Background: an optimization exercise with open tools, aiming at a short achievable clock period and few clock cycles. Do not read the settings as production practice. Only simulation tests tie the RTL to the original design; equivalence was not proved. Power and IR drop assume default switching activity.

==> design/flow/flow/run.sh <==
#!/bin/bash
set -euo pipefail
cd "$(dirname "$0")/.."
bash standard.sh SETUP_SLACK_MARGIN=9.7 finish > make_finish.log 2>&1
==> design/flow/standard.sh <==
#!/bin/bash
# synth_recipe.tcl (not shown) runs the flow's synth.tcl, then flattens the netlist and writes it again
# the make line also repeats each setting of config.mk as NAME=value (left out here)
make -C /OpenROAD-flow-scripts/flow DESIGN_CONFIG=/design/flow/config.mk WORK_HOME=/design/flow/orfs CLKGATE_MAP_FILE= SYNTH_SCRIPT=/design/flow/synth_recipe.tcl "${@:-finish}"
==> design/flow/config.mk <==
export PLATFORM = sky130hd
export DESIGN_NAME = cpu
export DESIGN_NICKNAME = cpu
export VERILOG_FILES = /design/flow/design.v
export SDC_FILE = /design/flow/constraint.sdc
export NUM_CORES = 4
export LEC_CHECK = 0
export ABC_CLOCK_PERIOD_IN_PS = 4000
export CAP_MARGIN = 20
export CORE_MARGIN = 2
export CORE_UTILIZATION = 40
export SLEW_MARGIN = 20
==> design/flow/constraint.sdc <==
create_clock -name core_clock -period 14.0 [get_ports {clk}]
set_input_delay 2.8000 -clock core_clock [delete_from_list [all_inputs] [get_ports {clk}]]
set_output_delay 2.8000 -clock core_clock [all_outputs]
set_load 0.01 [all_outputs]
==> design/flow/design.v <==
module adder #(parameter W = 32) (
    input  [W-1:0] a, b,
    input          cin,
    output [W-1:0] s
);
    localparam L = W <= 2 ? 1 : W <= 4 ? 2 : W <= 8 ? 3 : W <= 16 ? 4 : W <= 32 ? 5 : 6;
    wire [W:0] g [0:L];
    wire [W:0] t [0:L];
    assign g[0] = {a & b, cin};
    assign t[0] = {a | b, cin};
    genvar l, i;
    generate
        for (l = 0; l < L; l = l + 1) begin : g_lvl
            for (i = 0; i <= W; i = i + 1) begin : g_bit
                if (i >= (1 << l)) begin : g_op
                    assign g[l+1][i] = g[l][i] | (t[l][i] & g[l][i - (1 << l)]);
                    assign t[l+1][i] = t[l][i] & t[l][i - (1 << l)];
                end else begin : g_pass
                    assign g[l+1][i] = g[l][i];
                    assign t[l+1][i] = t[l][i];
                end
            end
        end
    endgenerate
    assign s = (a ^ b) ^ g[L][W-1:0];
endmodule
module sum_eq #(parameter W = 32) (
    input  [W-1:0] a, b, k,
    input          cin,
    output         eq
);
    wire [W-1:0] p = a ^ b;
    wire [W-1:0] c = {(a[W-2:0] & b[W-2:0]) | (p[W-2:0] & ~k[W-2:0]), cin};
    assign eq = &(~(p ^ k ^ c));
endmodule
module alu (
    input  [31:0] a, b, link,
    input         sub, op_and, op_or, jal,
    output        zero
);
    wire [31:0] bb = sub ? ~b : b;
    wire [31:0] c  = {a[30:0] | bb[30:0], sub};
    wire        z_sum  = &(~(a ^ bb ^ c));
    wire        z_and  = ~|(a & b);
    wire        z_or   = ~|(a | b);
    wire        z_link = ~|link;
    assign zero = jal ? z_link : op_and ? z_and : op_or ? z_or : z_sum;
endmodule
module regfile (
    input         clk,
    input         we,
    input  [4:0]  wa,
    input  [31:0] wd,
    input  [31:1] oh1, oh2,
    output [31:0] rd1, rd2
);
    reg [31:0] rf [1:31];
    integer w, r;
    always @(posedge clk)
        for (w = 1; w < 32; w = w + 1)
            if (we && wa == w) rf[w] <= wd;
    reg [31:0] a, b;
    always @(*) begin
        a = 32'd0; b = 32'd0;
        for (r = 1; r < 32; r = r + 1) begin
            a = a | (rf[r] & {32{oh1[r]}});
            b = b | (rf[r] & {32{oh2[r]}});
        end
    end
    assign rd1 = a;
    assign rd2 = b;
endmodule
module controller (
    input  [31:0] instr,
    output        is_r, is_addi, is_lw, is_sw, is_beq, is_jal,
    output        use1, use2, wr, same,
    output        op_sub, op_and, op_or,
    output [31:1] oh1, oh2,
    output [31:0] imm, boff
);
    wire [6:0] op = instr[6:0];
    wire [2:0] f3 = instr[14:12];
    assign is_r    = op == 7'b0110011;
    assign is_addi = op == 7'b0010011;
    assign is_lw   = op == 7'b0000011;
    assign is_sw   = op == 7'b0100011;
    assign is_beq  = op == 7'b1100011;
    assign is_jal  = op == 7'b1101111;
    assign use1 = is_r | is_addi | is_lw | is_sw | is_beq;
    assign use2 = is_r | is_beq;
    assign wr   = (is_r | is_addi | is_lw | is_jal) & (instr[11:7] != 5'd0);
    assign same = instr[19:15] == instr[24:20];
    assign op_sub = is_r & ({instr[30], f3} == 4'b1000);
    assign op_or  = is_r & ({instr[30], f3} == 4'b0110);
    assign op_and = is_r & ({instr[30], f3} != 4'b0000) & ({instr[30], f3} != 4'b1000)
                         & ({instr[30], f3} != 4'b0110);
    genvar i;
    generate
        for (i = 1; i < 32; i = i + 1) begin : g_oh
            assign oh1[i] = instr[19:15] == i;
            assign oh2[i] = instr[24:20] == i;
        end
    endgenerate
    assign imm  = is_sw ? {{20{instr[31]}}, instr[31:25], instr[11:7]}
                        : {{20{instr[31]}}, instr[31:20]};
    assign boff = is_jal ? {{12{instr[31]}}, instr[31], instr[19:12], instr[20], instr[30:21]}
                         : {{20{instr[31]}}, instr[31], instr[7], instr[30:25], instr[11:8]};
endmodule
module datapath (
    input         clk, rst,
    input  [31:0] instr, dread_mem,
    output [31:0] instr_addr, result, rs2,
    output        datamem_en, datamem_we
);
    reg  [31:0] pc_f;
    reg         d_v;
    reg         d_r, d_lw, d_sw, d_beq, d_jal, d_use1, d_use2, d_wr;
    reg         d_sub, d_and, d_or;
    reg  [31:1] d_oh1, d_oh2;
    reg  [31:0] d_imm, d_boff, d_pc;
    reg  [4:0]  d_rd;
    reg         d_fw1, d_fw2;    
    reg         d_z1, d_z2, d_same;   
    reg         d_bp1, d_bp2;    
    reg         d_bw1, d_bw2;    
    reg         x_v;
    reg         x_r, x_lw, x_sw, x_beq, x_jal, x_wr;
    reg         x_sub, x_and, x_or;
    reg  [31:0] x_a, x_b, x_imm, x_link, x_tgt;
    reg  [4:0]  x_rd;
    reg         x_f1, x_f2;      
    reg         x_tgt_ok, x_seq_ok, x_chk;
    reg         m_v, m_lw, m_wr;
    reg  [4:0]  m_rd;
    reg  [31:0] m_res, m_st;
    reg         m_en, m_we;
    reg         w_wr;
    reg  [4:0]  w_rd;
    reg  [31:0] w_val;
    assign instr_addr = pc_f;
    assign result     = m_res;
    assign rs2        = m_st;
    assign datamem_en = m_en;
    assign datamem_we = m_we;
    wire        f_r, f_addi, f_lw, f_sw, f_beq, f_jal, f_use1, f_use2, f_wr, f_same;
    wire        f_sub, f_and, f_or;
    wire [31:1] f_oh1, f_oh2;
    wire [31:0] f_imm, f_boff;
    controller dec (
        .instr(instr),
        .is_r(f_r), .is_addi(f_addi), .is_lw(f_lw), .is_sw(f_sw), .is_beq(f_beq), .is_jal(f_jal),
        .use1(f_use1), .use2(f_use2), .wr(f_wr), .same(f_same),
        .op_sub(f_sub), .op_and(f_and), .op_or(f_or),
        .oh1(f_oh1), .oh2(f_oh2), .imm(f_imm), .boff(f_boff)
    );
    wire        f_taken = f_jal | (f_beq & (instr[31] | f_same));
    wire [7:0]  f_tj, f_tb;
    adder #(8) tj_u (.a(pc_f[7:0]), .b(instr[28:21]), .cin(1'b0), .s(f_tj));
    adder #(8) tb_u (.a(pc_f[7:0]), .b({instr[28:25], instr[11:8]}), .cin(1'b0), .s(f_tb));
    wire [7:0]  f_tlo   = instr[2] ? f_tj : f_tb;
    wire [31:0] pc_seq  = pc_f + 32'd1;
    wire [31:0] pc_pred = {pc_seq[31:8], f_taken ? f_tlo : pc_seq[7:0]};
    wire        f_fw1 = d_v & d_wr & (d_rd == instr[19:15]);
    wire        f_fw2 = d_v & d_wr & (d_rd == instr[24:20]);
    wire        f_bp1 = x_v & x_wr & (x_rd == instr[19:15]);
    wire        f_bp2 = x_v & x_wr & (x_rd == instr[24:20]);
    wire        f_bw1 = m_v & m_wr & (m_rd == instr[19:15]);
    wire        f_bw2 = m_v & m_wr & (m_rd == instr[24:20]);
    wire [31:0] rf1, rf2;
    wire [31:0] m_val = m_lw ? dread_mem : m_res;
    regfile regfile (
        .clk(clk), .we(w_wr), .wa(w_rd), .wd(w_val),
        .oh1(d_oh1), .oh2(d_oh2), .rd1(rf1), .rd2(rf2)
    );
    wire [31:0] d_a = d_bp1 ? m_val : d_bw1 ? w_val : rf1;
    wire [31:0] d_b = d_bp2 ? m_val : d_bw2 ? w_val : rf2;
    wire        stall = d_v & x_v & x_lw & ((d_use1 & d_fw1) | (d_use2 & d_fw2));
    wire [31:0] d_link = d_pc + 32'd1;
    wire [31:0] d_tgt  = d_pc + d_boff;
    wire        d_tgt_ok, d_seq_ok;
    sum_eq tgt_eq (.a(d_pc), .b(d_boff), .cin(1'b0), .k(pc_f), .eq(d_tgt_ok));
    sum_eq seq_eq (.a(d_pc), .b(32'd0),  .cin(1'b1), .k(pc_f), .eq(d_seq_ok));
    wire        d_early = d_same | (d_fw1 & d_z2) | (d_fw2 & d_z1);
    wire        d_chk   = d_v & ~stall & (d_jal | (d_beq & d_early));
    wire [31:0] a  = x_f1 ? m_res : x_a;
    wire [31:0] b2 = x_f2 ? m_res : x_b;
    wire [31:0] b  = x_r ? b2 : x_imm;
    wire [31:0] s_add, s_sub;
    adder add_u (.a(a), .b(b),  .cin(1'b0), .s(s_add));
    adder sub_u (.a(a), .b(~b), .cin(1'b1), .s(s_sub));
    wire [31:0] x_res = x_jal ? x_link :
                        x_and ? (a & b) :
                        x_or  ? (a | b) :
                        x_sub ? s_sub : s_add;
    wire [31:0] st_data = (x_f2 & m_lw) ? dread_mem : b2;
    wire        taken = x_beq & (a == b2);
    wire        x_mis = x_chk & (taken ? ~x_tgt_ok : ~x_seq_ok);
    wire [31:0] x_redirect = taken ? x_tgt : x_link;
    wire        z00, z01, z10, z11;
    alu cmp00 (.a(x_a),   .b(x_r ? x_b   : x_imm), .link(x_link),
               .sub(x_sub), .op_and(x_and), .op_or(x_or), .jal(x_jal), .zero(z00));
    alu cmp01 (.a(x_a),   .b(x_r ? m_res : x_imm), .link(x_link),
               .sub(x_sub), .op_and(x_and), .op_or(x_or), .jal(x_jal), .zero(z01));
    alu cmp10 (.a(m_res), .b(x_r ? x_b   : x_imm), .link(x_link),
               .sub(x_sub), .op_and(x_and), .op_or(x_or), .jal(x_jal), .zero(z10));
    alu cmp11 (.a(m_res), .b(x_r ? m_res : x_imm), .link(x_link),
               .sub(x_sub), .op_and(x_and), .op_or(x_or), .jal(x_jal), .zero(z11));
    wire        zero_x = x_f1 ? (x_f2 ? z11 : z10) : (x_f2 ? z01 : z00);
    wire        d_taken = d_jal | d_same | zero_x;
    wire        d_mis = d_chk & (d_taken ? ~d_tgt_ok : ~d_seq_ok);
    wire [31:0] d_redirect = d_taken ? d_tgt : d_link;
    wire        mispredict = x_mis | d_mis;
    wire [31:0] redirect_pc = x_mis ? x_redirect : d_redirect;
    wire        d_go = d_v & ~stall & ~x_mis;
    always @(posedge clk) begin
        if (rst) begin
            pc_f <= 32'd0;
            d_v  <= 1'b0;
            x_v  <= 1'b0;
            x_chk <= 1'b0;
            m_v  <= 1'b0;
            w_wr <= 1'b0;
            m_en <= 1'b0;
            m_we <= 1'b0;
        end else begin
            if (mispredict)  pc_f <= redirect_pc;
            else if (!stall) pc_f <= pc_pred;
            if (mispredict)  d_v <= 1'b0;
            else if (!stall) d_v <= 1'b1;
            x_v  <= d_go;
            x_chk <= d_go & d_beq & ~d_early;
            m_v  <= x_v;
            w_wr <= m_v & m_wr;
            m_en <= x_v & (x_lw | x_sw);
            m_we <= x_v & x_sw;
        end
        if (stall) begin
            d_bp1 <= d_fw1;
            d_bp2 <= d_fw2;
            d_bw1 <= d_bp1;
            d_bw2 <= d_bp2;
            d_fw1 <= 1'b0;
            d_fw2 <= 1'b0;
        end else begin
            d_r <= f_r; d_lw <= f_lw; d_sw <= f_sw; d_beq <= f_beq; d_jal <= f_jal;
            d_use1 <= f_use1; d_use2 <= f_use2; d_wr <= f_wr;
            d_sub <= f_sub; d_and <= f_and; d_or <= f_or;
            d_oh1 <= f_oh1; d_oh2 <= f_oh2; d_imm <= f_imm; d_boff <= f_boff;
            d_pc <= pc_f; d_rd <= instr[11:7];
            d_fw1 <= f_fw1; d_fw2 <= f_fw2; d_bp1 <= f_bp1; d_bp2 <= f_bp2;
            d_bw1 <= f_bw1; d_bw2 <= f_bw2;
            d_z1 <= instr[19:15] == 5'd0; d_z2 <= instr[24:20] == 5'd0; d_same <= f_same;
        end
        x_r <= d_r; x_lw <= d_lw; x_sw <= d_sw; x_beq <= d_beq; x_jal <= d_jal; x_wr <= d_wr;
        x_sub <= d_sub; x_and <= d_and; x_or <= d_or;
        x_a <= d_a; x_b <= d_b; x_imm <= d_imm; x_link <= d_link; x_tgt <= d_tgt;
        x_rd <= d_rd; x_f1 <= d_fw1; x_f2 <= d_fw2;
        x_tgt_ok <= d_tgt_ok;
        x_seq_ok <= d_seq_ok;
        m_lw  <= x_lw;
        m_wr  <= x_wr;
        m_rd  <= x_rd;
        m_res <= x_res;
        m_st  <= st_data;
        w_rd  <= m_rd;
        w_val <= m_val;
    end
endmodule
module cpu(
    input clk,rst,
    input [31:0] instr, dread_mem,
    output [31:0] result, instr_addr, rs2,
    output instrmem_en,datamem_en, datamem_we
    );
    assign instrmem_en = 1'b1;   
    datapath datapath (
        .clk(clk), .rst(rst),
        .instr(instr), .dread_mem(dread_mem),
        .instr_addr(instr_addr), .result(result), .rs2(rs2),
        .datamem_en(datamem_en), .datamem_we(datamem_we)
    );
endmodule
==> results of run 1 <==
-- area by class of cell --
type	count	area [sq um]
Timing Repair Buffer	524	5070
Multi-Input combinational cell	4111	31600
Timing Repair inverter	1	5.00
Clock inverter	83	1010
Inverter	259	1030
Antenna cell	25	62.6
Tap cell	2385	2980
Clock buffer	209	4330
Fill cell	16189	96100
Sequential cell	1441	40400
-- critical path, delay by kind of cell, from the launching register on --
family / cells / cell delay [ns]
xor gates and xnor gates: 2 / 0.38
AOI/OAI and AO/OA: 6 / 0.86
buffers and inverters: 9 / 1.38
and+or+nand+nor: 5 / 1.13
DFF: 1 / 0.36
adders and majority gates: 1 / 0.23
muxes: 1 / 0.21
-- per-stage QoR --
step	hold slack (ns)	instances	setup slack, ns
3_3_place_gp	0.325	8586	7.39
3_5_place_dp	0.328	8586	7.38
6_report	0.339	9038	9.31
2_1_floorplan	0.323	6212	9.14
5_1_grt	0.346	9014	9.17
4_1_cts	0.340	8981	9.45
-- logic make-up (layout without fill, tap and decap cells) --
family / count (synthesis) / after routing / share of synthesized area
AOI/OAI and AO/OA: 1910 / 1910 / 0.194
DFF: 1441 / 1441 / 0.548
and+or+nand+nor: 1244 / 1244 / 0.0820
buffers and inverters: 661 / 1076 / 0.0355
xor gates and xnor gates: 462 / 462 / 0.0552
adders and majority gates: 369 / 369 / 0.0666
muxes: 124 / 125 / 0.0179
other: 1 / 26 / 0.0000512
-- final timing paths --
path / start / endpoint / slack (ns) / cells past startpoint
hold / removal: datapath.d_imm[2] / datapath.x_imm[2] / 0.34 / 0
setup reg to reg: datapath.x_r / datapath.pc_f[18] / 9.31 / 24
hold reg to reg: datapath.d_imm[2] / datapath.x_imm[2] / 0.34 / 0
setup / recovery: datapath.x_r / datapath.pc_f[18] / 9.31 / 24
-- state kept, by name, summed over array words and instances (netlist names), 12 cells and up --
signal,count
datapath.m_res,32
datapath.d_oh2,31
datapath.d_boff,13
datapath.x_a,32
datapath.d_oh1,31
datapath.x_imm,12
datapath.pc_f,32
datapath.x_link,32
datapath.x_tgt,32
datapath.m_st,32
datapath.w_val,32
datapath.d_pc,32
datapath.d_imm,12
datapath.x_b,32
datapath.regfile.rf,992
-- layer usage --
layer,routed length (um),global-route usage,vias up
met1,132000,0.500,31447
met4,28100,0.220,22
li1,-,-,24953
met3,61000,0.153,1599
met5,191,0.00156,-
met2,143000,0.517,6338
-- power by group through the flow --
stage	registers, W	clock network (W)	logic, W
2_1_floorplan	0.00557	0	0.00114
4_1_cts	0.00569	0.00433	0.00244
3_3_place_gp	0.00582	0	0.00224
5_1_grt	0.00575	0.00451	0.00266
6_report	0.00573	0.00433	0.00261
3_5_place_dp	0.00583	0	0.00222
-- synth_stat cells, types with 69 or more instances --
master    count  share of area
nor4_1       69         0.0059
ha_1        334          0.057
nor2_1      308          0.016
inv_1       258          0.013
xnor2_1     235          0.028
nand4_1     206          0.018
clkbuf_1    337          0.017
a21oi_1     261          0.018
nand3_1     129         0.0088
a22oi_1     352          0.036
nand2_1     334          0.017
a22o_1      327          0.039
a221oi_1    335          0.040
dfxtp_1     311          0.085
xor2_1      227          0.027
mux2i_1      87          0.012
edfxtp_1   1130           0.46
o21ai_0     212          0.014
-- repair_timing --
item / in CTS / in global routing
hold buffers: 0 / 0
pin swaps: 65 / 58
endpoints found under the setup margin: 164 / 60
cloned: 14 / 1
resized for setup: 586 / 91
buffers inserted: 89 / 31
hold endpoints to repair: 0 / 0
==> run summary, run 1 <==
die area=187000 sq um; sequential share of power=0.452; CTS tree=done; critical path's largest stage delay=about 0.36 ns; Core Util, Final=0.474; worst path required time=between 10 and 15 ns; placed cell areas=78300 sq um; clock share of power=0.342; clock sinks=roughly 1.4k; Synthesis Warnings=5; RSZ-0062 raised after global routing=true; Port Buffer Count=163; max_cap viols=0; Skew-Pair Late Insertion Delay=around 0.85 ns; Leakage Power=~30 nW; Clock Tree Root=clkbuf_16; post-synthesis sequential area ratio=0.548; fin area=between 80000 and 90000 sq um; initial antenna violation count=23; Nets=around 6.9k; final hold vios=0; Worst path most repeated cell=buf_12; Tot Pwr=around 0.013 W; global-route wire length before repair=roughly 500 mm; crit-path cells=buf_12 > buf_16 > nor2b_4 > buf_12 > buf_16 > buf_4 > a21oi_2 > xnor2_2 > ha_1 > xor2_1 > nand4_1 > nor4_2 > a31oi_1 > a221oi_2 > nor3_1 > buf_4 > or2_4 > mux2i_4 > buf_12 > buf_12 > buf_16 > a21oi_2 > o21ai_1 > a221oi_1; most frequent cells in the layout=edfxtp_1 (1130), a22oi_1 (352), a221oi_1 (332); H-tree depth reported by CTS=4; outcome=complete, no violations; Net Switching=between 0.004 and 0.005 W; WL/cell=40.3 um; Worst Clk Skew=0.0608 ns; post-DR vias/cell=slightly above 7; hold crit path type=register to register; Worst Setup End Kind=register; residual DRC count=0; final antenna-violating net count=0; Crit Path Class=register to register; Max Fclk=between 0.2 and 0.25 GHz; CP startpoint kind=register; Synth Cell Area=~73000 sq um; Num CTS Buffers=~160; # rows=approximately 160; Mapped Nets=roughly 6.6k; PwrDens=roughly 150 nW/um^2; actual slew at the worst max-slew pin=between 1 and 1.5 ns; Slew headroom=0.0849; Clock transition at path regs=approximately 0.070 ns; I/O pin count=165; GR Util All Layers=0.378; Max Slew Vio Count=0; ys flop type=edfxtp_1; clock buffer depth=3; Max VDD drop=between 0.1 and 0.15 mV; Seq cells post-synth=roughly 1.4k; initial DRC count=between 10k and 15k; routability cong.=between 1 and 1.5; post-synthesis cell count=about 6.2k; Setup TNS Final=0 ns; Core ar.=182000 sq um; Comb power frac=0.206; die width=between 400 and 500 um; switching part of the total power=0.325; Die H=432 um; fin crit period=approximately 4.7 ns; grt ovf=0; Slowest-stage cell, CP=dfxtp_4; Post-synth EDFFs=1130; vias in the first global route=60.5k; largest net degree at the start of global routing=86; Internal Power=between 0.008 and 0.009 W; dpl hpwl=between 200 and 250 mm; Worst Path Arrival=5.41 ns; Synth cell types=90; syn avg cell area=about 12 sq um; Syn-to-layout area delta=18.0%; commonest non-fill, non-tap cell in the layout=edfxtp_1; Final Cycle Share=0.335; starting density of the core=0.401; DR pass1 iterations=16; Vias=about 64k; share of cells above drive strength 1=0.154; asr flop ratio synth=0; worst-path maximum fanout=8; DRT Wirelength=between 300 and 400 mm; # setup viols final=0
Testbench counts, summed over its fixed seeds: cycles 23,559.
==> run 2, diff against run 1 <==
--- a/design/flow/design.v
+++ b/design/flow/design.v
@@ -34,15 +34,2 @@
     assign eq = &(~(p ^ k ^ c));
-endmodule
-module alu (
-    input  [31:0] a, b, link,
-    input         sub, op_and, op_or, jal,
-    output        zero
-);
-    wire [31:0] bb = sub ? ~b : b;
-    wire [31:0] c  = {a[30:0] | bb[30:0], sub};
-    wire        z_sum  = &(~(a ^ bb ^ c));
-    wire        z_and  = ~|(a & b);
-    wire        z_or   = ~|(a | b);
-    wire        z_link = ~|link;
-    assign zero = jal ? z_link : op_and ? z_and : op_or ? z_or : z_sum;
 endmodule
@@ -122,3 +109,2 @@
     reg         d_fw1, d_fw2;    
-    reg         d_z1, d_z2, d_same;   
     reg         d_bp1, d_bp2;    
@@ -131,3 +117,3 @@
     reg         x_f1, x_f2;      
-    reg         x_tgt_ok, x_seq_ok, x_chk;
+    reg         x_tgt_ok, x_seq_ok;
     reg         m_v, m_lw, m_wr;
@@ -182,4 +168,2 @@
     sum_eq seq_eq (.a(d_pc), .b(32'd0),  .cin(1'b1), .k(pc_f), .eq(d_seq_ok));
-    wire        d_early = d_same | (d_fw1 & d_z2) | (d_fw2 & d_z1);
-    wire        d_chk   = d_v & ~stall & (d_jal | (d_beq & d_early));
     wire [31:0] a  = x_f1 ? m_res : x_a;
@@ -195,21 +179,7 @@
     wire [31:0] st_data = (x_f2 & m_lw) ? dread_mem : b2;
-    wire        taken = x_beq & (a == b2);
-    wire        x_mis = x_chk & (taken ? ~x_tgt_ok : ~x_seq_ok);
-    wire [31:0] x_redirect = taken ? x_tgt : x_link;
-    wire        z00, z01, z10, z11;
-    alu cmp00 (.a(x_a),   .b(x_r ? x_b   : x_imm), .link(x_link),
-               .sub(x_sub), .op_and(x_and), .op_or(x_or), .jal(x_jal), .zero(z00));
-    alu cmp01 (.a(x_a),   .b(x_r ? m_res : x_imm), .link(x_link),
-               .sub(x_sub), .op_and(x_and), .op_or(x_or), .jal(x_jal), .zero(z01));
-    alu cmp10 (.a(m_res), .b(x_r ? x_b   : x_imm), .link(x_link),
-               .sub(x_sub), .op_and(x_and), .op_or(x_or), .jal(x_jal), .zero(z10));
-    alu cmp11 (.a(m_res), .b(x_r ? m_res : x_imm), .link(x_link),
-               .sub(x_sub), .op_and(x_and), .op_or(x_or), .jal(x_jal), .zero(z11));
-    wire        zero_x = x_f1 ? (x_f2 ? z11 : z10) : (x_f2 ? z01 : z00);
-    wire        d_taken = d_jal | d_same | zero_x;
-    wire        d_mis = d_chk & (d_taken ? ~d_tgt_ok : ~d_seq_ok);
-    wire [31:0] d_redirect = d_taken ? d_tgt : d_link;
-    wire        mispredict = x_mis | d_mis;
-    wire [31:0] redirect_pc = x_mis ? x_redirect : d_redirect;
-    wire        d_go = d_v & ~stall & ~x_mis;
+    wire        eq_x = x_f1 ? (x_f2 | (m_res == x_b)) : (x_f2 ? (x_a == m_res) : (x_a == x_b));
+    wire        taken = x_jal | (x_beq & eq_x);
+    wire        mispredict = x_v & (taken ? ~x_tgt_ok : ~x_seq_ok);
+    wire [31:0] redirect_pc = taken ? x_tgt : x_link;
+    wire        d_go = d_v & ~stall & ~mispredict;
     always @(posedge clk) begin
@@ -219,3 +189,2 @@
             x_v  <= 1'b0;
-            x_chk <= 1'b0;
             m_v  <= 1'b0;
@@ -230,3 +199,2 @@
             x_v  <= d_go;
-            x_chk <= d_go & d_beq & ~d_early;
             m_v  <= x_v;
@@ -251,3 +219,2 @@
             d_bw1 <= f_bw1; d_bw2 <= f_bw2;
-            d_z1 <= instr[19:15] == 5'd0; d_z2 <= instr[24:20] == 5'd0; d_same <= f_same;
         end
==> run 2 against run 1 <==
  * Still clean
  * Flip-flop and latch count decreased by 4
  * Core utilization is 0.72 points lower
  * Sequential power rose by 0.9%
  * Area after synthesis fell by 9.0%
  * Global-route usage down 3.6 points
  * Setup slack better by 0.41 ns
  * Clock-buffer cell count shrank 7
  * Die area decreased by 9.0%
  * Non-clock buffer count shrank 188
  * Critical path depth down 23
  * Critical path type is now register to primary output
==> run summary, run 2 <==
# setup viols final=0; initial DRC count=10.6k; Largest Register=datapath.regfile.rf; Max Slew Vio Count=0; Final Non-Filler Cells=7703; starting density of the core=0.403; RSZ-0062 raised after global routing=true; global-route wire length before repair=between 400 and 500 mm; Worst Setup End Kind=primary output; sequential share of power=0.501; FF-to-FF setup slack=around 10 ns; worst path required time=between 10 and 15 ns; vias in the first global route=slightly above 50k; outcome=complete, no violations; asr flop ratio synth=0; Worst Clk Skew=about 0.034 ns; Leakage Power=between 20 and 30 nW; Max Fclk=0.234 GHz; Crit Path Class=register to primary output; Slew headroom=0.107; CTS tree=done; Vias=roughly 54k; WL/cell=between 30 and 40 um; Clock transition at path regs=0.06 ns; simple-gate share of the synthesized area=0.0736; GR Util All Layers=0.342; grt ovf=0; Syn-to-layout area delta=15.6%; Inst Count DP=7392; Max VDD drop=approximately 0.12 mV; Die H=slightly above 400 um; fin area=a little under 80000 sq um; Net Switching=0.00327 W; die area=170000 sq um; post-DR vias/cell=about 7.1; DRT Wirelength=roughly 300 mm; actual slew at the worst max-slew pin=1.34 ns; routability cong.=about 0.95; Synth cell types=67; Hold Path Sink=datapath.x_sw; worst-path maximum fanout=5; Core ar.=165000 sq um; Port Buffer Count=163; Final Cycle Share=0.306; crit-path cells=clkdlybuf4s15_2; dpl hpwl=~170 mm; Yosys top cell by area=edfxtp_1; critical path's largest stage delay=~0.42 ns; hold crit path type=register to register; largest net degree at the start of global routing=89; Setup TNS Final=0 ns; r2r startpoint=datapath.x_f2; main combinational cell family by area after synthesis=compound AO/OA/AOI/OAI gates; Slowest-stage cell, CP=dfxtp_4; placed cell areas=approximately 71000 sq um; Nets=5682; clock sinks=roughly 1.4k; CP Buf/Inv Count=1; hold path depth=0; Hold Slack=around 0.34 ns; Internal Power=a little over 0.008 W; Skew-Pair Late Insertion Delay=0.82 ns; cells on worst reg2reg path=17; Layout fillers=14.8k; top cells by instance count after synthesis=edfxtp_1 (1127), a221oi_1 (325), a22o_1 (321), a22oi_1 (321), dfxtp_1 (310); post-synthesis mux area share=0.0226; max_cap viols=0; H-tree depth reported by CTS=4; post-synthesis cell count=slightly above 5k; CP startpoint kind=register; I/O pin count=~170; kind of cell adding the most delay to the critical path=flip-flops; syn avg cell area=12.8 sq um; switching part of the total power=0.283; Clock Tree Root=clkbuf_16; Compound-Gate Fraction of Synth Area=0.187; Synthesis Warnings=5; Adder-Cell Fraction of Synth Area=0.0500; Mapped Nets=5508; Core Util, Final=0.466; Comb power frac=0.128; DR pass1 iterations=7; final antenna-violating net count=0; most frequent cells in the layout=edfxtp_1 (1127), a221oi_1 (322), a22oi_1 (321), a22o_1 (321), dfxtp_1 (233); PwrDens=between 100 and 150 nW/um^2; Post-synth EDFFs=between 1k and 1.5k; residual DRC count=0; reg-to-reg endpoint=datapath.m_res[28]; Hold Startpoint=datapath.d_sw; Worst Path Arrival=~1.5 ns; share of cells above drive strength 1=0.132; Synth Cell Area=between 60000 and 70000 sq um; Synth area leaders=edfxtp_1 (51%), dfxtp_1 (9.3%), a221oi_1 (4.3%), a22o_1 (4.2%), ha_1 (3.9%); # rows=149; post-synthesis sequential area ratio=0.601; top cell type's share of synthesized area=0.508; Largest register FFs=~990; initial antenna violation count=26; clock share of power=0.371; fin crit period=4.28 ns; final hold vios=0; commonest non-fill, non-tap cell in the layout=edfxtp_1; Post-Synth XOR/XNOR Area=0.0371; clock buffer depth=3; Num CTS Buffers=roughly 150; count leader, synth=edfxtp_1; hold buffers post-CTS=0; die width=412 um; Seq cells post-synth=1437; ys flop type=edfxtp_1
[run 2: area by class of cell]
class,instances,area [sq um],area share
Clock inverter,74,973,0.0126
Multi-Input combinational cell,3269,25200,0.327
Timing Repair Buffer,336,2930,0.0381
Antenna cell,17,42.5,0.000552
Inverter,179,684,0.00889
Clock buffer,202,4240,0.0550
Sequential cell,1437,40200,0.522
Tap cell,2189,2740,0.0356
[run 2: metrics by stage]
step / power (W) / setup slack (ns)
after global routing: 0.0118 / 9.57
after floorplan: 0.00637 / 9.26
final: 0.0115 / 9.72
after detailed placement: 0.00725 / 8.12
after CTS: 0.0114 / 9.67
after global placement: 0.00723 / 8.03
[run 2: routing by layer]
metal  global-route usage  vias up  share of wire
met3                0.165     1214           0.18
met2                0.450     5317           0.38
met5                    0        -        0.00070
li1                     -    21110              -
met4                0.181       28          0.068
met1                0.459    26650           0.37
[run 2: how the worst max path moves through the flow]
stage                      start  slack [ns]                to  cells after the start
2_1_floorplan          instr[21]        9.26  datapath.pc_f[6]                     13
6_report       datapath.m_res[0]        9.72         result[0]                      1
3_3_place_gp           instr[19]        8.03  datapath.pc_f[2]                      9
5_1_grt                instr[21]        9.57  datapath.pc_f[6]                     15
3_5_place_dp           instr[24]        8.12  datapath.pc_f[2]                      9
4_1_cts                instr[16]        9.67  datapath.pc_f[2]                     10
[run 2: cell families (layout without fill, tap and decap cells)]
group / Yosys count / count (layout)
AO/OA/AOI/OAI: 1624 / 1625
adder cells (fa/ha/maj): 245 / 245
other: 1 / 18
flip-flops: 1437 / 1437
buffers and inverters: 492 / 791
multiplexers: 138 / 138
AND/OR/NAND/NOR: 978 / 978
XOR/XNOR: 282 / 282
[run 2: what timing repair did]
item                                    4_1_cts  5_1_grt
setup buffers                                 9        2
pin swaps                                     5        6
gates resized for setup                     304       51
endpoints found under the setup margin      155       35
cloned                                        3        0
[run 2: power groups by stage]
stage / Sequential (W) / Clock [W] / Combinational [W]
3_5_place_dp: 0.00583 / 0 / 0.00141
4_1_cts: 0.00576 / 0.00427 / 0.00141
3_3_place_gp: 0.00582 / 0 / 0.00141
6_report: 0.00578 / 0.00428 / 0.00148
2_1_floorplan: 0.00560 / 0 / 0.000771
5_1_grt: 0.00582 / 0.00443 / 0.00155
Testbench counts of run 2, summed over its fixed seeds: cycles 24,284.
==> run 3, diff against run 2 <==
==> design/flow/flow/run.sh (replaced) <==
#!/bin/bash
set -euo pipefail
cd "$(dirname "$0")/.."
bash standard.sh SETUP_SLACK_MARGIN=10.3 finish > make_finish.log 2>&1
==> run 3 against run 2 <==
  * Flip-flop and latch count stayed put
  * Die area stayed put
  * Core utilization increased by 0.94 points
  * Largest power group unchanged
  * Highest routed layer unchanged
  * Synthesized cell count is the same
  * Maximum frequency increased by 1.5%
  * Setup slack better by 0.061 ns
  * Still clean on timing, DRC and antenna
  * First-iteration DRC count is 1.7% higher
  * Sequential power fell by 1%
  * Register-to-register slack improved by 0.35 ns
==> run summary, run 3 <==
largest net degree at the start of global routing=between 80 and 90; # rows=~150; die area=between 150000 and 200000 sq um; Final Cycle Share=0.301; CTS tree=done; fin crit period=4.22 ns; fin area=78600 sq um; asr flop ratio synth=0; hold buffers post-CTS=0; top cell type's share of synthesized area=0.508; Worst Clk Skew=between 0.02 and 0.03 ns; most frequent cells in the layout=edfxtp_1 (1127), a22o_1 (321), a22oi_1 (320), a221oi_1 (320), buf_4 (282); M3 GR Usage=0.173; max_cap viols=0; Max VDD drop=between 0.1 and 0.15 mV; Syn-to-layout area delta=18.0%; starting density of the core=0.403; CP startpoint kind=primary input; post-DR vias/cell=slightly above 7; global-route wire length before repair=between 400 and 500 mm; initial DRC count=around 11k; DR pass1 iterations=10; Slew headroom=0.0959; Largest Register=datapath.regfile.rf; Clock transition at path regs=about 0.060 ns; clock sinks=~1.4k; Hold Startpoint=datapath.d_lw; Net Switching=between 0.003 and 0.004 W; Post-synth EDFFs=between 1k and 1.5k; Skew-Pair Late Insertion Delay=a little over 0.8 ns; PwrDens=146 nW/um^2; initial antenna violation count=21; Hold Slack=0.340 ns; worst slack, placed=roughly 8 ns; I/O pin count=approximately 170; DRT Wirelength=304 mm; ys flop type=edfxtp_1; Max Slew Vio Count=0; GRT met2 Usage=0.449; Mapped Nets=roughly 5.5k; Synth area leaders=edfxtp_1 (51%), dfxtp_1 (9.3%), a221oi_1 (4.3%), a22o_1 (4.2%), ha_1 (3.9%); worst path required time=between 10 and 15 ns; placed cell areas=between 70000 and 80000 sq um; Die H=just over 400 um; H-tree depth reported by CTS=4; top cells by instance count after synthesis=edfxtp_1 (1127), a221oi_1 (325), a22o_1 (321), a22oi_1 (321), dfxtp_1 (310); Synth cell types=67; Final Non-Filler Cells=a little under 8k; Num CTS Buffers=roughly 150; Largest register FFs=roughly 990; clock share of power=0.351; Comb power frac=0.153; Seq cells post-synth=roughly 1.4k; Yosys top cell by area=edfxtp_1; Setup TNS Final=0 ns; Worst Path Arrival=4.91 ns; Layout fillers=14.7k; syn avg cell area=around 13 sq um; vias in the first global route=between 50k and 60k; Final Worst Setup Slack=just under 10 ns; actual slew at the worst max-slew pin=1.35 ns; post-synthesis cell count=5197; met1 GRT Util=0.463; Leakage Power=27.1 nW; sequential share of power=0.496; dpl hpwl=176 mm; global routing's busiest layer=met1; die width=between 400 and 500 um; final hold vios=0; r2r startpoint=datapath.m_res[0]; WL/cell=38.8 um; residual DRC count=0; Max Fclk=around 0.24 GHz; Nets=5813; hold crit path type=register to register; Worst Setup End Kind=register; grt ovf=0; Vias=between 50k and 60k; commonest non-fill, non-tap cell in the layout=edfxtp_1; Internal Power=just over 0.008 W; final antenna-violating net count=0; Synth Cell Area=about 67000 sq um; switching part of the total power=0.288; GR Util All Layers=0.346; CP Launch Point=instr[21]; routability cong.=slightly below 1; Crit Path Class=primary input to register; share of cells above drive strength 1=0.180; Core ar.=about 170000 sq um; Inst Count DP=7402; Clock Tree Root=clkbuf_16; clock buffer depth=3; post-synthesis sequential area ratio=0.601; Synthesis Warnings=5; count leader, synth=edfxtp_1; worst-path maximum fanout=4; # setup viols final=0; RSZ-0062 raised after global routing=true; outcome=complete, no violations; Port Buffer Count=between 150 and 200
-- run 3: cell counts after synthesis --
Identical to the previous run, type by type.
-- run 3: final cells by class --
type | count | area (sq um) | share of cell area
Clock inverter | 70 | 741 | 0.00943
Tap cell | 2189 | 2740 | 0.0349
Clock buffer | 202 | 4120 | 0.0524
Timing Repair Buffer | 465 | 4180 | 0.0532
Sequential cell | 1437 | 40300 | 0.513
Antenna cell | 13 | 32.5 | 0.000414
Multi-Input combinational cell | 3271 | 25800 | 0.328
Inverter | 179 | 692 | 0.00880
-- run 3: logic make-up after synthesis --
| kind of cell | Yosys count | synth area share |
|---|---|---|
| flops | 1437 | 0.601 |
| xor+xnor | 282 | 0.0371 |
| compound gates | 1624 | 0.187 |
| fa+ha+maj | 245 | 0.0500 |
| simple gates | 978 | 0.0736 |
| mux | 138 | 0.0226 |
| other cells | 1 | 0.0000563 |
| buf+inv | 492 | 0.0287 |
-- run 3: final timing paths --
| path | endpoint | slack (ns) | depth (start not counted) |
|---|---|---|---|
| worst max-delay path | datapath.pc_f[5] | 9.78 | 14 |
| worst min-delay path | datapath.x_lw | 0.34 | 0 |
| worst max register to register | datapath.m_res[26] | 10.17 | 20 |
| worst min register to register | datapath.x_lw | 0.34 | 0 |
-- run 3: power groups by stage --
stage	Combinational [W]	Sequential (W)	Clock [W]
after floorplan	0.000773	0.00560	0
after global placement	0.00142	0.00581	0
after detailed placement	0.00142	0.00581	0
after CTS	0.00164	0.00569	0.00403
after global routing	0.00182	0.00575	0.00420
final	0.00176	0.00571	0.00404
-- run 3: repair_timing --
action	4_1_cts	5_1_grt
gates cloned	4	2
hold endpoints to repair	0	0
setup endpoints to repair	186	152
pin swaps	43	53
setup buffers	98	35
gates resized for setup	817	95
-- run 3: critical path, cell delays in order --
cell and delay (ns):
buf_8 0.10, buf_12 0.12, buf_4 0.12, buf_6 0.11, xor2_1 0.16, nor3_2 0.27, a31oi_4 0.19, buf_6 0.17
o22ai_4 0.16, buf_6 0.15, nor3_2 0.03, a21oi_1 0.14, o21bai_1 0.10, a2111oi_2 0.29
-- run 3: per-stage QoR --
stage / util / power [W]
after floorplan: - / 0.00637
after global placement: 0.432 / 0.00722
after detailed placement: 0.432 / 0.00723
after CTS: 0.471 / 0.0114
after global routing: 0.476 / 0.0118
final: 0.476 / 0.0115
-- run 3: layer usage --
| metal | routed length [um] | vias to the layer above |
|---|---|---|
| li1 | - | 21349 |
| met4 | 21600 | 24 |
| met2 | 114000 | 5655 |
| met1 | 111000 | 27238 |
| met5 | 294 | - |
| met3 | 56200 | 1320 |
==> run 4, diff against run 3 <==
==> design/flow/flow/run.sh (replaced) <==
#!/bin/bash
set -euo pipefail
cd "$(dirname "$0")/.."
bash standard.sh SETUP_SLACK_MARGIN=11 finish > make_finish.log 2>&1
==> run 4 against run 3 <==
  * Wire length increased by 1.3%
  * Flip-flop and latch count unchanged
  * Clock-buffer cell count increased by 3
  * Global-route usage increased by 0.42 points
  * Via count increased by 0.16%
  * Final area increased by 5.6%
  * Sequential share of layout area decreased by 2.7 points
  * Non-clock buffer count increased by 138
  * First-iteration DRC count decreased by 8.4%
  * Largest cell class unchanged
==> run summary, run 4 <==
outcome=complete, no violations; H-tree depth reported by CTS=4; crit-path cells=buf_8 > buf_12 > ha_4 > inv_2 > fa_2 > nor2_2 > nor2_1 > o211ai_1 > o31a_1 > a21oi_1 > o21bai_1 > xor2_1 > a21oi_1 > o211a_1 > a2111oi_4; die area=between 150000 and 200000 sq um; critical path's largest stage delay=~0.34 ns; asr flop ratio synth=0; Synthesis Warnings=5; syn avg cell area=between 10 and 15 sq um; Slowest-stage cell, CP=fa_2; Worst path most repeated cell=a21oi_1; Compound-Gate Fraction of Synth Area=0.187; post-synthesis mux area share=0.0226; share of cells above drive strength 1=0.250; post-synthesis sequential area ratio=0.601; Die H=between 400 and 500 um; clock buffer depth=3; post-synthesis cell count=5197; initial DRC count=approximately 10k; fin crit period=around 4.2 ns; Final Non-Filler Cells=7977; Synth area leaders=edfxtp_1 (51%), dfxtp_1 (9.3%), a221oi_1 (4.3%), a22o_1 (4.2%), ha_1 (3.9%); Mapped Nets=between 5k and 6k; DRT Wirelength=~300 mm; main combinational cell family by area after synthesis=compound AO/OA/AOI/OAI gates; Clock transition at path regs=0.06 ns; starting density of the core=0.403; commonest non-fill, non-tap cell in the layout=edfxtp_1; vias in the first global route=52.5k; routability cong.=0.984; Largest Register=datapath.regfile.rf; residual DRC count=0; dpl hpwl=between 150 and 200 mm; Worst Path Arrival=slightly below 5 ns; CP Buf/Inv Count=3; Max VDD drop=around 0.12 mV; Final Worst Setup Slack=slightly below 10 ns; most frequent cells in the layout=edfxtp_1 (1127), buf_4 (361), a22o_1 (321); Tot Pwr=0.0121 W; Max Fclk=approximately 0.24 GHz; worst slack, placed=7.90 ns; Post-synth EDFFs=roughly 1.1k; Final Cycle Share=0.303; CP startpoint kind=primary input; Setup TNS Final=0 ns; post-DR vias/cell=about 7; Seq cells post-synth=approximately 1.4k; simple-gate share of the synthesized area=0.0736; Crit Path Class=primary input to register; clock sinks=between 1k and 1.5k; kind of cell adding the most delay to the critical path=compound AO/OA/AOI/OAI gates; I/O pin count=roughly 170; hold buffers post-CTS=0; WL/cell=around 39 um; CTS tree=done; Slew headroom=0.148; Nets=~6.0k; Worst Setup End Kind=register; Vias=55.7k; top cells by instance count after synthesis=edfxtp_1 (1127), a221oi_1 (325), a22o_1 (321), a22oi_1 (321), dfxtp_1 (310); Core ar.=165000 sq um; PwrDens=between 100 and 150 nW/um^2; ys flop type=edfxtp_1; Leakage Power=approximately 29 nW; fin area=just over 80000 sq um; die width=~410 um; # setup viols final=0; Largest register FFs=992; DR pass1 iterations=8; initial antenna violation count=20; final hold vios=0; Skew-Pair Late Insertion Delay=roughly 0.82 ns; Clock Tree Root=clkbuf_16; Adder-Cell Fraction of Synth Area=0.0500; RSZ-0062 raised after global routing=true; global-route wire length before repair=about 410 mm; worst path required time=between 10 and 15 ns; hold crit path type=register to register; # rows=149; worst-path maximum fanout=2; actual slew at the worst max-slew pin=between 1 and 1.5 ns; top cell type's share of synthesized area=0.508; Num CTS Buffers=151; Yosys top cell by area=edfxtp_1; Worst Clk Skew=roughly 0.044 ns; largest net degree at the start of global routing=79; Post-Synth XOR/XNOR Area=0.0371; max_cap viols=0; Inst Count DP=around 7.4k; count leader, synth=edfxtp_1; Synth Cell Area=around 67000 sq um; grt ovf=0; Syn-to-layout area delta=24.5%; Max Slew Vio Count=0; Port Buffer Count=163; Synth cell types=67; GR Util All Layers=0.350; placed cell areas=between 70000 and 80000 sq um; final antenna-violating net count=0
[run 4: final timing paths]
check,endpoint,depth (start not counted),start,slack (ns)
worst min register to register,datapath.x_r,0,datapath.d_r,0.32
worst min-delay path,datapath.x_r,0,datapath.d_r,0.32
worst max-delay path,datapath.pc_f[6],15,instr[21],9.76
worst max register to register,datapath.m_res[28],18,datapath.x_f2,10.20
[run 4: cell families after synthesis]
| group | count (synthesis) |
|---|---|
| xor gates and xnor gates | 282 |
| and+or+nand+nor | 978 |
| buffers and inverters | 492 |
| adders and majority gates | 245 |
| AOI/OAI and AO/OA | 1624 |
| DFF | 1437 |
| other | 1 |
| muxes | 138 |
[run 4: stage by stage]
step,hold slack (ns),util
5_1_grt,0.343,0.502
6_report,0.320,0.502
3_5_place_dp,0.327,0.440
2_1_floorplan,0.323,-
3_3_place_gp,0.324,0.440
4_1_cts,0.339,0.494
[run 4: layout make-up]
type | instances | area [sq um]
fill | 14172 | 82200
sequential | 1437 | 40300
multi-input combinational | 3273 | 28100
timing repair buffer | 603 | 5840
clock buffer | 205 | 4280
tap | 2189 | 2740
clock inverter | 78 | 992
inverter | 179 | 698
antenna | 13 | 32.5
[run 4: what timing repair did]
| item | CTS | global route |
|---|---|---|
| pin swaps | 124 | 111 |
| buffers inserted | 203 | 59 |
| gates resized for setup | 1005 | 202 |
| gates cloned | 16 | 2 |
| endpoints found under the setup margin | 341 | 311 |
| endpoints found under the hold margin | 0 | 0 |
[run 4: per-layer routing]
layer | vias up | part of all wire | wire [um] | global-route usage
li1 | 21643 | - | - | -
met1 | 27477 | 0.37 | 114000 | 0.472
met2 | 5394 | 0.39 | 120000 | 0.467
met3 | 1141 | 0.17 | 53500 | 0.154
met4 | 21 | 0.065 | 20100 | 0.186
met5 | - | 0.00072 | 222 | 0.00565
[run 4: power breakdown]
part	switching (W)	internal (W)	total, W	leakage [nW]
logic	0.00117	0.000861	0.00203	13.1
registers	0.000515	0.00521	0.00572	13.1
clock network	0.00182	0.00250	0.00431	2.58

separate check: timing with driven ports:
Ports are ideal in the flow. The routed layouts listed here were re-timed in OpenROAD. Step 1 (the two cells are an assumption about what drives the block):
set clk [get_ports {clk}]
set_driving_cell -lib_cell sky130_fd_sc_hd__clkbuf_16 $clk
set_driving_cell -lib_cell sky130_fd_sc_hd__buf_2 [delete_from_list [all_inputs] $clk]
Step 2 moves the port delays by t, midway between the first and last clock arrival at a register: inputs arrive t later, outputs are due t later. That takes back most of the time a late clock gives input paths. Slacks: ideal ports / drivers / drivers and shift; pairs: ideal ports / drivers.
| run | t (ns) | setup WS [ns] | worst setup path after step 2 |
|---|---|---|---|
| run 1 | 0.911 | 9.314 / 9.314 / 8.724 | input to register |
| run 2 | 0.891 | 9.722 / 9.629 / 8.891 | input to register |
| run 3 | 0.879 | 9.783 / 9.761 / 8.938 | input to register |
| run 4 | 0.895 | 9.755 / 9.780 / 8.903 | input to register |
After both steps setup and hold are still met in every run listed. The setup slack of run 4, which loses most, moves by +0.025 ns with the drivers and by -0.852 ns with both steps.
